This is an optimization exercise on Yosys and OpenROAD, whose aim is a short achievable clock period and few clock cycles per item, not a production implementation.
The RTL was checked by simulation tests, not by an equivalence proof against the original design.
Power and IR drop assume default switching activity.

==> design/flow/config.mk <==
export PLATFORM = sky130hd
export DESIGN_NAME = risc_v
export DESIGN_NICKNAME = risc_v
export VERILOG_FILES = /design/flow/design.v
export SDC_FILE = /design/flow/constraint.sdc
export NUM_CORES = 8
export LEC_CHECK = 0
export CAP_MARGIN = 20
export CORE_MARGIN = 2
export CORE_UTILIZATION = 30
export SETUP_SLACK_MARGIN = 0.5
export SLEW_MARGIN = 20
==> design/flow/run.sh <==
#!/bin/bash
# synth_recipe.tcl (not shown) runs the flow's synth.tcl, then flattens the netlist and writes it again
# the make line also repeats each setting of config.mk as NAME=value (left out here)
make -C /OpenROAD-flow-scripts/flow DESIGN_CONFIG=/design/flow/config.mk WORK_HOME=/design/flow/orfs CLKGATE_MAP_FILE= SYNTH_SCRIPT=/design/flow/synth_recipe.tcl finish
==> design/flow/design.v <==
module PC #(parameter width = 32 )
           (
            input wire [width-1 : 0] PCNext ,
            input wire CLK ,
	          input wire RST ,
	          output reg [width-1 : 0] PC 
    );
  always @(posedge CLK or negedge RST)
  begin
   if(!RST)
     begin
       PC <= 32'b0 ;
     end
   else
	    begin
		     PC <= PCNext ;
		  end
	 end	
endmodule
module PCPlus4 (PC, PCPlus4);
	input  wire  [31:0] PC;
	output wire  [31:0] PCPlus4 ;
	assign PCPlus4 = PC + 4;
endmodule
module PCTargt (PC,ImmExt ,PCTargt);
	input  wire  [31:0] PC;
  input  wire  [31:0] ImmExt;
	output wire  [31:0] PCTargt ;
	assign PCTargt = PC + ImmExt;
endmodule
 module alu
   (
   input     wire  [31:0]  SrcA,
   input     wire  [31:0]  SrcB,
   input     wire  [2:0]   ALUControl,
   output    reg   [31:0]  ALUResult,
   output    wire          Zero
   );
 always @(*)  
   begin
   case(ALUControl)
	 3'b000: begin   
           ALUResult = SrcA+SrcB; 
           end
	 3'b001: begin   
           ALUResult = SrcA-SrcB; 
           end
	 3'b010: begin   
           ALUResult = SrcA&SrcB;
           end
	 3'b011: begin   
           ALUResult = SrcA|SrcB; 
           end
	 3'b101: begin   
           if(SrcA < SrcB)
           begin
				   ALUResult = 32'b1;
           end 
				   else
           begin
				   ALUResult = 0;
           end
	         end
    default:begin
            ALUResult = 0;
            end         
    endcase	
  end
  assign Zero = (ALUResult == 0 ) ? 1'b1 :1'b0;  
endmodule
module ALU_Decoder 
 (
  input   wire    [2:0]     funct3,
  input   wire              funct7,
  input   wire    [1:0]     ALUOP,
  input   wire              OP,
  output  reg     [2:0]     ALUControl
 );
  localparam    [2:0]    add           = 3'b000,
                         sub           = 3'b001,
                         less_than     = 3'b101,
                         OR            = 3'b011,
                         AND           = 3'b010;
  always@(*)
  begin
    case(ALUOP)
      2'b00: begin
             ALUControl = add;
             end 
      2'b01: begin
             ALUControl = sub;
             end
      2'b10: begin
             if (funct3 == 3'b000)
             begin
             if( {OP,funct7} == 2'b11 )
             begin
             ALUControl = sub;
             end
             else
             begin
             ALUControl = add;
             end
             end
             else if (funct3 == 3'b010)
             begin
             ALUControl = less_than;
             end
             else if (funct3 == 3'b110)
             begin
             ALUControl = OR;
             end
             else  
             begin
             ALUControl = AND;
             end
             end
    default: begin
             ALUControl = add;
             end 
   endcase
 end     
endmodule
module control_decode  (
 input   wire     [6:0]       OP,
 output  reg                  Branch,
 output  reg                  Jump, 
 output  reg                  ALUSrc,
 output  reg                  RegWrite,
 output  reg                  MemWrite,
 output  reg      [1:0]       ResultSrc, 
 output  reg      [1:0]       ALUOp,
 output  reg      [1:0]       ImmSrc
);
parameter   [6:0]   lw    = 7'b0000011,
                    sw    = 7'b0100011,
					R     = 7'b0110011,
					I     = 7'b0010011,
					jal   = 7'b1101111,
                    beq   = 7'b1100011;
always @ (*)
begin
 case(OP)
  lw      : {RegWrite,ImmSrc,ALUSrc,MemWrite,ResultSrc,Branch,ALUOp,Jump} = 11'b 1_00_1_0_01_0_00_0;          
  sw      : {RegWrite,ImmSrc,ALUSrc,MemWrite,ResultSrc,Branch,ALUOp,Jump} = 11'b 0_01_1_1_00_0_00_0;
  R       : {RegWrite,ImmSrc,ALUSrc,MemWrite,ResultSrc,Branch,ALUOp,Jump} = 11'b 1_00_0_0_00_0_10_0;
  beq     : {RegWrite,ImmSrc,ALUSrc,MemWrite,ResultSrc,Branch,ALUOp,Jump} = 11'b 0_10_0_0_00_1_01_0;
  I       : {RegWrite,ImmSrc,ALUSrc,MemWrite,ResultSrc,Branch,ALUOp,Jump} = 11'b 1_00_1_0_00_0_10_0;
  jal     : {RegWrite,ImmSrc,ALUSrc,MemWrite,ResultSrc,Branch,ALUOp,Jump} = 11'b 1_11_0_0_10_0_00_1;
  default : {RegWrite,ImmSrc,ALUSrc,MemWrite,ResultSrc,Branch,ALUOp,Jump} = 11'b 0_00_0_0_00_0_00_0;
  endcase            
 end 
endmodule
module Control_Unit 
(
 input   wire     [6:0]        OP,
 input   wire                  Zero,
 input   wire     [2:0]        funct3,
 input   wire                  funct7,
 output  wire                  PCSrc,
 output  wire                  ALUSrc,
 output  wire                  RegWrite,
 output  wire                  MemWrite,
 output  wire      [1:0]       ResultSrc, 
 output  wire      [2:0]       ALUControl,
 output  wire      [1:0]       ImmSrc
);
wire                            Branch_c,Jump_c;
wire               [1:0]        ALUOp_c;  
control_decode  U0_control_decode(
  .OP(OP),
  .Branch(Branch_c),
  .Jump(Jump_c), 
  .ALUSrc(ALUSrc),
  .RegWrite(RegWrite),
  .MemWrite(MemWrite),
  .ResultSrc(ResultSrc), 
  .ALUOp(ALUOp_c),
  .ImmSrc(ImmSrc)
);
ALU_Decoder U0_ALU_Decoder(
  .funct3(funct3),
  .funct7(funct7),
  .ALUOP(ALUOp_c),
  .OP(OP[5]),
  .ALUControl(ALUControl)
);
assign PCSrc = ( ( Zero & Branch_c) | (Jump_c) ) ? 1'b1 : 1'b0 ;
endmodule
module Extend #(parameter width = 32)(
    input wire  [31 : 7] INSTR ,
	 input wire [1 : 0] IMMSrc ,
	 output reg [31 : 0] IMMExt
    );
	 always @(*)
	 begin
	   case(IMMSrc)
		  2'b00 : begin 
		         IMMExt = {{20{INSTR[31]}} , INSTR[31 : 20]} ;
		       end
		  2'b01 : begin 
		         IMMExt = {{20{INSTR[31]}} , INSTR[31 : 25] , INSTR[11 : 7]} ;
		       end
		  2'b10 : begin
		         IMMExt = {{20{INSTR[31]}}, INSTR[7], INSTR[30 : 25], INSTR[11 : 8], 1'b0} ;
		       end
		  2'b11 : begin 
		         IMMExt = {{12{INSTR[31]}}, INSTR[19 : 12], INSTR[20], INSTR[30 : 21], 1'b0} ;
		       end
                 default : IMMExt =32'b0;
		endcase
	 end
endmodule
module mux_2x1 #(parameter width = 32)
          (
            input  wire [width-1 : 0] RD2 ,
	          input  wire [width-1 : 0] ImmExt ,
	          input  wire ALUSrc ,
	          output wire [width-1 : 0] SrcB 
    );
  assign SrcB = ALUSrc ? ImmExt : RD2 ;
endmodule
module mux_3x1 #(parameter N =32 )
				(
					input [N-1:0] ALUResult,
					input [N-1:0] ReadData,
					input [N-1:0] PCPlus4,
					input [1:0] ResultSrc,
					output reg [N-1:0] Result
				);
				always @(*)
				 begin
					case (ResultSrc)
					 2'b00   : Result = ALUResult;
					 2'b01   : Result = ReadData;
					 2'b10   : Result = PCPlus4;
					 default : Result = 0;
					endcase
				 end
endmodule
module Register_File( 
    input  wire [4:0]    A1,
    input  wire [4:0]    A2,
    input  wire [4:0]    A3,
    input  wire [31:0]   WD3,
    input  wire          CLK,
    input  wire          RST,
    input  wire          WE3,
    output wire [31:0]   RD1,
    output wire [31:0]   RD2
  );
reg [31:0] MEM [31:0];
integer i ;
always@(posedge CLK or negedge RST)
begin
     if(!RST)
        begin
         for(i=0;i<=31;i=i+1)
          begin
            MEM[i] <= 0 ;
          end
        end
      else if(WE3)
        begin
         MEM[A3] <= WD3 ;     
        end
end 
assign RD1 = MEM[A1];
assign RD2 = MEM[A2];
endmodule
module risc_v  
(
 input   wire                        CLK,
 input   wire                        RST,
 output  wire     [31:0]             PC,
 input   wire     [31:0]             Instr,
 output  wire                        MemWrite,
 output  wire     [31:0]             DataAdr,
 output  wire     [31:0]             WriteData,
 input   wire     [31:0]             ReadData
);
 wire      [6:0]       OP_c;
 wire                  Zero_c;
 wire      [2:0]       funct3_c;
 wire                  funct7_c;
 wire                  PCSrc_c;
 wire                  ALUSrc_c;
 wire                  RegWrite_c;
 wire                  MemWrite_c;
 wire       [1:0]      ResultSrc_c;
 wire       [2:0]      ALUControl_c;
 wire       [1:0]      ImmSrc_c;
 wire       [31:0]     PC_c;
 wire       [31:0]     PCNext_c;
 wire       [31:0]     RD2_c;
 wire       [31:0]     ImmExt_c;
 wire       [31:0]     PCPlus_c;
 wire       [31:0]     PCTargt_c;
 wire       [31:0]     ALU_Result_c;   
 wire       [31:0]     Result_c; 
 wire       [31:0]     RD1_c;
 wire       [31:0]     SrcB_c;
Control_Unit U0_Control_Unit (
    .OP(Instr[6:0]),
    .Zero(Zero_c),
    .funct3(Instr[14:12]),
    .funct7(Instr[30]),
    .PCSrc(PCSrc_c),
    .ALUSrc(ALUSrc_c),
    .RegWrite(RegWrite_c),
    .MemWrite(MemWrite_c),
    .ResultSrc(ResultSrc_c),
    .ALUControl(ALUControl_c),
    .ImmSrc(ImmSrc_c)
);
PC U0_PC(
    .PCNext(PCNext_c),
    .CLK(CLK),
    .RST(RST),
    .PC(PC_c) 
);
PCPlus4 U0_PCPlus4(
    .PC(PC_c),
    .PCPlus4(PCPlus_c)
);
PCTargt U0_PCTargt(
    .PC(PC_c),
    .ImmExt(ImmExt_c),
    .PCTargt(PCTargt_c)
);
mux_2x1 U0_mux_2x1(
    .RD2(RD2_c),
    .ImmExt(ImmExt_c),
    .ALUSrc(ALUSrc_c),
    .SrcB(SrcB_c) 
);
mux_2x1 U1_mux_2x1(
    .RD2(PCPlus_c),
    .ImmExt(PCTargt_c),
    .ALUSrc(PCSrc_c),
    .SrcB(PCNext_c) 
);
assign PC = PC_c;
Register_File U0_Register_File( 
    .A1(Instr[19:15]),
    .A2(Instr[24:20]),
    .A3(Instr[11:7]),
    .WD3(Result_c),
    .CLK(CLK),
    .RST(RST),
    .WE3(RegWrite_c),
    .RD1(RD1_c),
    .RD2(RD2_c)   
);
mux_3x1 U0_mux_3x1(
    .ALUResult(ALU_Result_c),
    .ReadData(ReadData),
    .PCPlus4(PCPlus_c),
    .ResultSrc(ResultSrc_c),
    .Result(Result_c)
);
Extend U0_Extend(
    .INSTR(Instr[31:7]),
    .IMMSrc(ImmSrc_c),
    .IMMExt(ImmExt_c)
);
alu  U0_alu(
    .SrcA(RD1_c),
    .SrcB(SrcB_c),
    .ALUControl(ALUControl_c),
    .ALUResult(ALU_Result_c),
    .Zero(Zero_c)
);
assign MemWrite  = MemWrite_c;
assign DataAdr   = ALU_Result_c;
assign WriteData = RD2_c;
endmodule
==> design/flow/constraint.sdc <==
create_clock -name core_clock -period 14.0 [get_ports {CLK}]
set_input_delay 2.8000 -clock core_clock [delete_from_list [all_inputs] [get_ports {CLK}]]
set_output_delay 2.8000 -clock core_clock [all_outputs]
set_load 0.01 [all_outputs]
==> results of run 1 <==
metal layers:
metal | vias to the layer above | share of wire, % | track usage (%)
met3 | 1740 | 15 | 14.0
met5 | - | 0.15 | 0.857
li1 | 23200 | - | -
met1 | 28000 | 37 | 39.2
met4 | 26 | 7.8 | 17.8
met2 | 5298 | 40 | 44.4
state kept, by name (all words and copies together) (netlist names):
| signal | cells |
|---|---|
| U0_Register_File.MEM | 1024 |
| U0_PC.PC | 32 |
synth_stat cells, drive strengths merged, types with 14 or more instances:
cell    instances  area, um2
inv           108        405
nor3           38        190
o32a           32        320
nand2b         25        156
o211ai         32        240
ha            130       1630
nand3         147        736
xnor2          34        298
a221oi        281       2470
or3            14       87.6
o21bai         18        135
dfrtp        1056      26400
nor2          577       2170
or4            36        274
o21a           42        315
or2            15       93.8
nand4         102        638
and3           15       93.8
a21oi         563       2820
a22oi         458       3440
clkbuf        529       1990
a22o          258       2260
xor2           43        377
buf            34        169
a21o           35        263
mux2i          37        370
nand2         778       2920
nor2b          18        113
o21ai         711       3570
worst max-delay path, delay by kind of cell:
| kind | cells | cell delay [ns] |
|---|---|---|
| compound gates | 11 | 3.06 |
| buf+inv | 5 | 2.20 |
| simple gates | 4 | 1.74 |
| fa+ha+maj | 1 | 0.53 |
| mux | 1 | 0.18 |
cell families after synthesis:
group                    Yosys count
multiplexers                      50
XOR/XNOR                          77
AND/OR/NAND/NOR                 1816
AO/OA/AOI/OAI                   2522
adder cells (fa/ha/maj)          133
buffers and inverters            671
flip-flops                      1056
stage by stage:
stage | std cells | util, %
after floorplan | 6325 | -
after global placement | 8651 | 33.1
after CTS | 8872 | 35.4
after global routing | 8879 | 35.5
final | 8893 | 35.5
after detailed placement | 8651 | 33.1
final cells by class:
class | instances | area, um2 | share of cell area, %
sequential | 1056 | 26400 | 39.7
clock inverter | 59 | 922 | 1.39
timing repair buffer | 400 | 3650 | 5.48
antenna | 15 | 37.5 | 0.0564
inverter | 108 | 405 | 0.609
tap | 2495 | 3120 | 4.69
multi-input combinational | 4598 | 28600 | 43.0
clock buffer | 162 | 3370 | 5.06
power breakdown:
| group | switching, mW | internal [mW] |
|---|---|---|
| Sequential | 0.158 | 3.16 |
| Clock | 1.46 | 2.01 |
| Combinational | 0.776 | 0.433 |
| Total | 2.40 | 5.61 |
final timing paths:
path | slack (ns) | to | depth (start not counted)
setup / recovery | 0.61 | DataAdr[31] | 22
hold / removal | 0.51 | U0_Register_File.MEM[25][15] | 2
setup reg to reg | 6.29 | U0_PC.PC[26] | 20
hold reg to reg | 0.51 | U0_Register_File.MEM[25][15] | 2
max in group asynchronous | 9.29 | U0_Register_File.MEM[26][24] | 4
min in group asynchronous | 2.04 | U0_PC.PC[3] | 1
==> impl_metrics.env, run 1 <==
export IMPL_outcome="no timing/DRC/antenna violations"
export IMPL_fillers=18900
export IMPL_crit_chain="clkdlybuf4s50_1, or3_1, nor2_4, buf_4, a22o_1, a221oi_1, nand4_1, o32a_1, mux2i_1, ha_1, nand2_1, o21ai_0, o31ai_1, buf_4, a2111oi_1, o211ai_1, a2111oi_0, o31a_1, o41ai_1, a22oi_1, inv_1, clkdlybuf4s50_1"
export IMPL_worstPathArrival_ns=10.59
export IMPL_timing_slew_headroom_pct=10.9
export IMPL_hold_class="register to register"
export IMPL_cts_buffers=118
export IMPL_avgViaCountPerCell=6.55
export IMPL_drt_initial_drc_count=10300
export IMPL_start_util_pct=30.1
export IMPL_grt_pass1_vias=54300
export IMPL_critPathLaunchType="input pin"
export IMPL_synthMuxAreaShare_pct=0.944
export IMPL_syn_to_final_growth_pct=18.1
export IMPL_reg2reg_from="U0_Register_File.MEM[22][1]"
export IMPL_final_layout_size_suffix_gt1_share_pct=9.63
export IMPL_synth_enable_flop_cells=0
export IMPL_hold_worst_slack_ns=0.510
export IMPL_synth_adder_area_share_pct=2.99
export IMPL_finalWirelength_um=310000
export IMPL_routedWlPerCell_um=34.8
export IMPL_rows=159
export IMPL_ys_types=80
export IMPL_crit_slowest_cell="clkdlybuf4s50_1"
export IMPL_syn_area_per_cell_um2=8.91
export IMPL_final_cell_mix="dfrtp_1 (1056), nand2_1 (757), o21ai_0 (703)"
export IMPL_synth_simple_area_share_pct=13.9
export IMPL_cp_end_kind="primary output"
export IMPL_core_area_um2=187000
export IMPL_grt_overflow_total=0
export IMPL_htree_levels=3
export IMPL_final_common_cell="dfrtp_1"
export IMPL_grt_max_degree=176
export IMPL_maxCapViolations=0
export IMPL_die_y_um=437
export IMPL_place_area_um2=62000
export IMPL_p_leak_nw=28.3
export IMPL_cts_tree="done"
export IMPL_cts_hold_buffers_added=0
export IMPL_hp_start="U0_Register_File.MEM[25][15]"
export IMPL_synth_top_family_by_area="compound AO/OA/AOI/OAI gates"
export IMPL_fin_crit_sh_pct=95.6
export IMPL_cts_buffer_depth=3
export IMPL_finalSetupTns_ns=0
export IMPL_worst_path_max_fanout=16
export IMPL_max_freq_mhz=74.7
export IMPL_gr_usage_all_layers_pct=31.3
export IMPL_synth_main_ff_cell="dfrtp_1"
export IMPL_path_clk_slew_ns=0.06
export IMPL_nets=6481
export IMPL_synth_compound_area_share_pct=29.5
export IMPL_syn_num_nets=6524
export IMPL_globalplace_congestion=1.03
export IMPL_clock_latency_ns=0.82
export IMPL_num_vias=58300
export IMPL_finalSetupViolCount=0
export IMPL_hpwl_um=196000
export IMPL_clockRootBuffer="clkbuf_16"
export IMPL_finalHoldViolations=0
export IMPL_period_needed_ns=13.39
export IMPL_worst_endpoint_required_ns=11.20
export IMPL_drt_pass1_iterations=11
export IMPL_io_pins=163
export IMPL_pre_cts_ws_ns=0.956
export IMPL_antenna_found_initial=21
export IMPL_ir_worst_vdd_mv=0.100
export IMPL_tightest_slew_ns=1.34
export IMPL_die_w_um=437
export IMPL_yosysWarningCount=8
export IMPL_postRouteAntennaNets=0
export IMPL_port_buffers=162
export IMPL_clock_sinks=1056
export IMPL_critPathKind="input pin to primary output"
export IMPL_synth_cell_area_um2=56300
export IMPL_synthCells=6325
export IMPL_slowest_delay_ns=0.79
export IMPL_skew_ns=0.0656
export IMPL_die_area_um2=191000
export IMPL_rsz0062_at_grt="false"
export IMPL_power_density_nw_per_um2=120
export IMPL_synth_seq_cells=1056
export IMPL_design_area_um2=66500
export IMPL_async_reset_ff_share_pct=100
export IMPL_postCtsSetupRepairBufs=0
export IMPL_total_power_mw=8.00
export IMPL_slew_viol_final=0
export IMPL_drc=0
export IMPL_synth_seq_area_share_pct=46.9
export IMPL_layout_setup_ws_ns=0.614
export IMPL_grt_pass1_wl_um=429000
export IMPL_synth_xor_area_share_pct=1.20
export IMPL_critPathLaunch="Instr[20]"
export IMPL_post_cts_resized=0
Testbench counts, summed over its fixed seeds: cycles 70,638, instructions 70,638.
==> run 2, diff against run 1 <==
==> design/flow/design.v (replaced) <==
module risc_v
(
 input   wire                        CLK,
 input   wire                        RST,
 output  wire     [31:0]             PC,
 input   wire     [31:0]             Instr,
 output  wire                        MemWrite,
 output  wire     [31:0]             DataAdr,
 output  wire     [31:0]             WriteData,
 input   wire     [31:0]             ReadData
);
  reg  [31:0] pc_f;
  reg  [31:0] ir_d;
  reg  [31:0] pc_d;
  reg         v_d;
  reg  [31:0] a_e, b_e, imm_e, tgt_e;
  reg         we_e, lw_e, sw_e, br_e, bimm_e, sub_e;
  reg  [1:0]  rsel_e;             
  reg         fam_e, faw_e, fbm_e, fbw_e;
  reg  [4:0]  rd_e;
  reg  [31:0] res_m, wd_m;
  reg         we_m, lw_m, sw_m;
  reg  [4:0]  rd_m;
  reg  [31:0] val_w;
  reg         we_w;
  reg  [4:0]  rd_w;
  reg  [31:0] rf [0:31];
  wire [6:0] op_d  = ir_d[6:0];
  wire [4:0] rd_d  = ir_d[11:7];
  wire [2:0] f3_d  = ir_d[14:12];
  wire [4:0] rs1_d = ir_d[19:15];
  wire [4:0] rs2_d = ir_d[24:20];
  wire is_lw_d  = (op_d == 7'b0000011);
  wire is_sw_d  = (op_d == 7'b0100011);
  wire is_r_d   = (op_d == 7'b0110011);
  wire is_i_d   = (op_d == 7'b0010011);
  wire is_br_d  = (op_d == 7'b1100011);
  wire is_jal_d = (op_d == 7'b1101111);
  wire same_d   = (rs1_d == rs2_d);
  wire use1_d = is_lw_d | is_sw_d | is_r_d | is_i_d | (is_br_d & ~same_d);
  wire use2_d = is_sw_d | is_r_d | (is_br_d & ~same_d);
  wire wr_d   = is_lw_d | is_r_d | is_i_d | is_jal_d;
  wire [31:0] immI_d = {{20{ir_d[31]}}, ir_d[31:20]};
  wire [31:0] immS_d = {{20{ir_d[31]}}, ir_d[31:25], ir_d[11:7]};
  wire [31:0] immB_d = {{20{ir_d[31]}}, ir_d[7], ir_d[30:25], ir_d[11:8], 1'b0};
  wire [31:0] immJ_d = {{12{ir_d[31]}}, ir_d[19:12], ir_d[20], ir_d[30:21], 1'b0};
  wire [31:0] tgt_d = pc_d + (is_jal_d ? immJ_d : immB_d);
  wire [31:0] rf1_d = (we_w && rd_w == rs1_d) ? val_w : rf[rs1_d];
  wire [31:0] rf2_d = (we_w && rd_w == rs2_d) ? val_w : rf[rs2_d];
  wire [31:0] A  = fam_e ? res_m : faw_e ? val_w : a_e;
  wire [31:0] Bv = fbm_e ? res_m : fbw_e ? val_w : b_e;
  wire [31:0] B  = bimm_e ? imm_e : Bv;
  wire [31:0] Bx = B ^ {32{sub_e}};
  wire [32:0] sum_e = {1'b0, A} + {1'b0, Bx} + {32'b0, sub_e};
  reg  [31:0] res_e;
  always @(*) begin
    case (rsel_e)
      2'd0: res_e = sum_e[31:0];
      2'd1: res_e = {31'b0, ~sum_e[32]};
      2'd2: res_e = A | B;
      default: res_e = A & B;
    endcase
  end
  wire taken_e = br_e & (A == Bv);
  wire stall = v_d & lw_e &
               ((use1_d & (rs1_d == rd_e)) | (use2_d & (rs2_d == rd_e)));
  wire kill_d  = taken_e;
  wire redir_d = v_d & ~kill_d & (is_jal_d | (is_br_d & same_d));
  wire go_d    = v_d & ~kill_d & ~stall;
  assign PC = pc_f;
  always @(posedge CLK or negedge RST) begin
    if (!RST) begin
      pc_f <= 32'b0;
      ir_d <= 32'b0;
      pc_d <= 32'b0;
      v_d  <= 1'b0;
    end else begin
      if (taken_e)      pc_f <= tgt_e;
      else if (redir_d) pc_f <= tgt_d;
      else if (!stall)  pc_f <= pc_f + 32'd4;
      if (taken_e | redir_d) v_d <= 1'b0;
      else if (!stall) begin
        v_d  <= 1'b1;
        ir_d <= Instr;
        pc_d <= pc_f;
      end
    end
  end
  always @(posedge CLK or negedge RST) begin
    if (!RST) begin
      a_e <= 32'b0; b_e <= 32'b0; imm_e <= 32'b0; tgt_e <= 32'b0;
      we_e <= 1'b0; lw_e <= 1'b0; sw_e <= 1'b0; br_e <= 1'b0;
      bimm_e <= 1'b0; sub_e <= 1'b0; rsel_e <= 2'd0;
      fam_e <= 1'b0; faw_e <= 1'b0; fbm_e <= 1'b0; fbw_e <= 1'b0;
      rd_e <= 5'b0;
    end else begin
      a_e   <= is_jal_d ? pc_d : rf1_d;
      b_e   <= rf2_d;
      imm_e <= is_jal_d ? 32'd4 : is_sw_d ? immS_d : immI_d;
      tgt_e <= tgt_d;
      rd_e  <= rd_d;
      we_e  <= go_d & wr_d;
      lw_e  <= go_d & is_lw_d;
      sw_e  <= go_d & is_sw_d;
      br_e  <= go_d & is_br_d & ~same_d;
      bimm_e <= ~is_r_d;
      if ((is_r_d | is_i_d) && f3_d == 3'b000) begin
        sub_e  <= is_r_d & ir_d[30];
        rsel_e <= 2'd0;
      end else if ((is_r_d | is_i_d) && f3_d == 3'b010) begin
        sub_e  <= 1'b1;
        rsel_e <= 2'd1;
      end else if ((is_r_d | is_i_d) && f3_d == 3'b110) begin
        sub_e  <= 1'b0;
        rsel_e <= 2'd2;
      end else if (is_r_d | is_i_d) begin
        sub_e  <= 1'b0;
        rsel_e <= 2'd3;
      end else begin
        sub_e  <= 1'b0;
        rsel_e <= 2'd0;
      end
      fam_e <= use1_d & we_e & (rd_e == rs1_d);
      faw_e <= use1_d & ~(we_e & (rd_e == rs1_d)) & we_m & (rd_m == rs1_d);
      fbm_e <= use2_d & we_e & (rd_e == rs2_d);
      fbw_e <= use2_d & ~(we_e & (rd_e == rs2_d)) & we_m & (rd_m == rs2_d);
    end
  end
  always @(posedge CLK or negedge RST) begin
    if (!RST) begin
      res_m <= 32'b0; wd_m <= 32'b0;
      we_m <= 1'b0; lw_m <= 1'b0; sw_m <= 1'b0; rd_m <= 5'b0;
    end else begin
      res_m <= res_e;
      wd_m  <= Bv;
      we_m  <= we_e;
      lw_m  <= lw_e;
      sw_m  <= sw_e;
      rd_m  <= rd_e;
    end
  end
  assign MemWrite  = sw_m;
  assign DataAdr   = res_m;
  assign WriteData = wd_m;
  always @(posedge CLK or negedge RST) begin
    if (!RST) begin
      val_w <= 32'b0; we_w <= 1'b0; rd_w <= 5'b0;
    end else begin
      val_w <= lw_m ? ReadData : res_m;
      we_w  <= we_m;
      rd_w  <= rd_m;
    end
  end
  integer i;
  always @(posedge CLK or negedge RST) begin
    if (!RST) begin
      for (i = 0; i < 32; i = i + 1) rf[i] <= 32'b0;
    end else if (we_w) begin
      rf[rd_w] <= val_w;
    end
  end
endmodule
==> run 2 against run 1 <==
  * Still clean on timing, DRC and antenna
  * Sequential share of layout area grew 3.1 points
  * Design area grew 19%
  * Routed wire length grew 3.2%
  * Via count is essentially flat
  * Fmax grew to 2.6 times the previous value
  * Critical path type is now register to register
  * Critical endpoint is now res_m[30]
==> impl_metrics.env, run 2 <==
export IMPL_p_leak_nw=35.7
export IMPL_timing_slew_headroom_pct=15.8
export IMPL_grt_overflow_total=0
export IMPL_hold_worst_slack_ns=0.359
export IMPL_yosysMostFrequentCell="dfrtp_1"
export IMPL_reg2reg_from="fbw_e"
export IMPL_synth_main_ff_cell="dfrtp_1"
export IMPL_routedWlPerCell_um=36.1
export IMPL_power_density_nw_per_um2=125
export IMPL_rsz0062_at_grt="false"
export IMPL_finalSetupViolCount=0
export IMPL_syn_num_nets=5914
export IMPL_skew_ns=0.0605
export IMPL_hold_class="register to register"
export IMPL_reg2reg_depth=16
export IMPL_clock_latency_ns=0.85
export IMPL_post_cts_resized=0
export IMPL_synthMuxAreaShare_pct=21.0
export IMPL_worst_path_max_fanout=32
export IMPL_intPower_mw=7.05
export IMPL_cts_hold_buffers_added=0
export IMPL_syn_area_per_cell_um2=11.9
export IMPL_critPathKind="register to register"
export IMPL_grt_pass1_wl_um=442000
export IMPL_synthCells=5784
export IMPL_drt_pass1_iterations=11
export IMPL_drc=0
export IMPL_rows=175
export IMPL_num_vias=58300
export IMPL_maxCapViolations=0
export IMPL_globalplace_congestion=0.955
export IMPL_worst_endpoint_required_ns=14.66
export IMPL_reg2reg_slack_ns=8.75
export IMPL_gr_usage_all_layers_pct=26.4
export IMPL_worstPathArrival_ns=5.91
export IMPL_synth_top_area_share_pct=49.3
export IMPL_async_reset_ff_share_pct=100
export IMPL_hp_start="sw_e"
export IMPL_die_area_um2=233000
export IMPL_synth_area_leaders="dfrtp_1 (49%), mux2_2 (18%), a221oi_1 (4.1%)"
export IMPL_port_buffers=162
export IMPL_fin_crit_sh_pct=37.5
export IMPL_postRouteAntennaNets=0
export IMPL_synthTopCellsByCount="dfrtp_1 (1356), mux2_2 (1093), clkbuf_1 (406)"
export IMPL_slew_viol_final=0
export IMPL_yosysWarningCount=2
export IMPL_period_needed_ns=5.25
export IMPL_final_layout_size_suffix_gt1_share_pct=29.5
export IMPL_synth_compound_area_share_pct=16.6
export IMPL_synth_enable_flop_cells=0
export IMPL_clock_sinks=1356
export IMPL_finalHoldViolations=0
export IMPL_synth_xor_area_share_pct=2.20
export IMPL_combinationalPowerShare_pct=12.7
export IMPL_ir_worst_vdd_mv=0.102
export IMPL_p_sw_mw=2.83
export IMPL_tightest_slew_ns=1.26
export IMPL_ys_types=80
export IMPL_finalWirelength_um=320000
export IMPL_avgViaCountPerCell=6.57
export IMPL_synth_top_family_by_area="multiplexers"
export IMPL_grt_max_degree=184
export IMPL_die_w_um=483
export IMPL_cts_tree="done"
export IMPL_hold_depth=0
export IMPL_final_common_cell="dfrtp_1"
export IMPL_outcome="no timing/DRC/antenna violations"
export IMPL_synth_top_cell_by_area="dfrtp_1"
export IMPL_hold_end="sw_m"
export IMPL_postCtsSetupRepairBufs=0
export IMPL_regMostFlops="rf"
export IMPL_antenna_found_initial=20
export IMPL_cts_buffers=151
export IMPL_die_y_um=483
export IMPL_finalSetupTns_ns=0
export IMPL_nets=5863
export IMPL_htree_levels=4
export IMPL_hpwl_um=185000
export IMPL_synth_seq_cells=1356
export IMPL_critPathLaunchType="register"
export IMPL_max_freq_mhz=191
export IMPL_synth_seq_area_share_pct=49.3
export IMPL_sw_frac_of_total_pct=28.6
export IMPL_io_pins=163
export IMPL_drt_initial_drc_count=10900
export IMPL_cp_end_kind="register"
export IMPL_start_util_pct=30.2
export IMPL_largest_reg_flops=1024
export IMPL_synth_simple_area_share_pct=5.56
export IMPL_core_area_um2=228000
export IMPL_path_clk_slew_ns=0.06
export IMPL_clockRootBuffer="clkbuf_16"
export IMPL_r2r_end="res_m[30]"
export IMPL_synth_adder_area_share_pct=1.64
export IMPL_synth_cell_area_um2=68900
export IMPL_clockPowerShare_pct=41.5
export IMPL_syn_to_final_growth_pct=15.1
export IMPL_grt_pass1_vias=56400
export IMPL_final_cell_mix="dfrtp_1 (1337), mux2_2 (1093), a221oi_1 (323)"
export IMPL_seq_power_share_pct=45.8
export IMPL_cts_buffer_depth=3
run 2: cell types whose count changed after synthesis, sizes merged, moves of 65 or more:
cell | before | now
xnor2 | 34 | 99
a22oi | 458 | 321
nand2 | 778 | 168
ha | 130 | 62
mux2 | 13 | 1185
buf | 34 | 142
clkbuf | 529 | 406
dfrtp | 1056 | 1356
a21oi | 563 | 159
o21ai | 711 | 130
nor2 | 577 | 197
run 2: power groups by stage:
stage	Combinational [mW]	Clock [mW]	Sequential [mW]
6_report	1.25	4.10	4.53
5_1_grt	1.33	4.27	4.55
4_1_cts	1.22	4.11	4.51
3_5_place_dp	1.21	0	4.58
3_3_place_gp	1.20	0	4.57
2_1_floorplan	0.759	0	4.40
run 2: worst max-delay path, stage by stage (launching register included):
cell and delay, ns:
dfrtp_2 0.34, buf_4 0.46, mux2_2 0.43, o21a_1 0.21, o21ai_0 0.36, nor2_1 0.14
a21o_1 0.20, fa_1 0.47, a21oi_1 0.39, o211a_1 0.26, o31ai_1 0.23, a31o_1 0.34
a2111o_1 0.42, o41ai_2 0.35, o21ai_0 0.20, xnor2_1 0.18, o21ai_1 0.09
run 2: cell type report:
| type | instances | area [um2] |
|---|---|---|
| antenna | 9 | 22.5 |
| clock buffer | 233 | 4530 |
| clock inverter | 39 | 528 |
| fill | 22200 | 149000 |
| inverter | 92 | 345 |
| multi-input combinational | 3788 | 33000 |
| sequential | 1356 | 34000 |
| tap | 3009 | 3760 |
| timing repair buffer | 344 | 3030 |
run 2: per-stage QoR:
step	total power [mW]	instances	setup slack [ns]	utilization (%)	area [um2]
after global routing	10.2	8863	8.46	34.8	79200
after detailed placement	5.79	8589	7.93	32.5	74100
after CTS	9.84	8861	8.79	34.8	79100
final	9.88	8870	8.75	34.8	79200
after global placement	5.77	8589	8.08	32.5	74100
after floorplan	5.16	5784	9.90	-	68900
run 2: cell families (layout without fill, tap and decap cells):
family | after synthesis | in the layout
and+or+nand+nor | 765 | 765
buffers and inverters | 640 | 708
other | 0 | 9
xor gates and xnor gates | 173 | 173
DFF | 1356 | 1356
adders and majority gates | 95 | 95
muxes | 1262 | 1262
AOI/OAI and AO/OA | 1493 | 1493
run 2: per-layer routing:
layer  vias to the layer above  global-route usage, %  part of all wire [%]
li1                      22000                      -                     -
met1                     29500                   33.9                    38
met2                      5224                   35.9                    39
met3                      1564                   11.6                    15
met4                        28                   16.1                   7.8
met5                         -                  0.776                  0.10
run 2: worst max path at each step:
stage,cells past startpoint,startpoint,endpoint
after detailed placement,4,RST,rf[8][18]
after global placement,4,RST,rf[8][18]
after global routing,4,RST,b_e[24]
after CTS,15,val_w[0],res_m[30]
after floorplan,17,ir_d[4],pc_f[17]
final,16,fbw_e,res_m[30]
Testbench counts of run 2, summed over its fixed seeds: cycles 80,925, instructions 70,638.

==> static timing again, ports no longer ideal <==
The results above use ideal ports. As a check the final layouts listed here were re-extracted and re-timed, cells and wires unchanged. Step 1 assumes that a clkbuf_16 drives the clock port and a buf_2 every other input. Step 2 moves the port delays by t, midway between the first and last clock arrival at a register: inputs arrive t later, outputs are due t later. That takes back most of the time a late clock gives input paths. Slacks: ideal / step 1 / step 2; pairs: ideal / step 1.
run	shift t [ns]	setup WS [ns]	clock arrival spread, ns	pins driven straight from the clock port
run 1	0.876	0.614 / 0.586 / 0.586	0.066 / 0.066	1
run 2	0.898	8.753 / 8.753 / 7.966	0.062 / 0.062	1
After both steps setup and hold are still met in every run listed. For run 2, which loses most, drivers alone change the setup slack by 0.000 ns; drivers and shift together by -0.787 ns. Setup slack includes reset recovery checks.
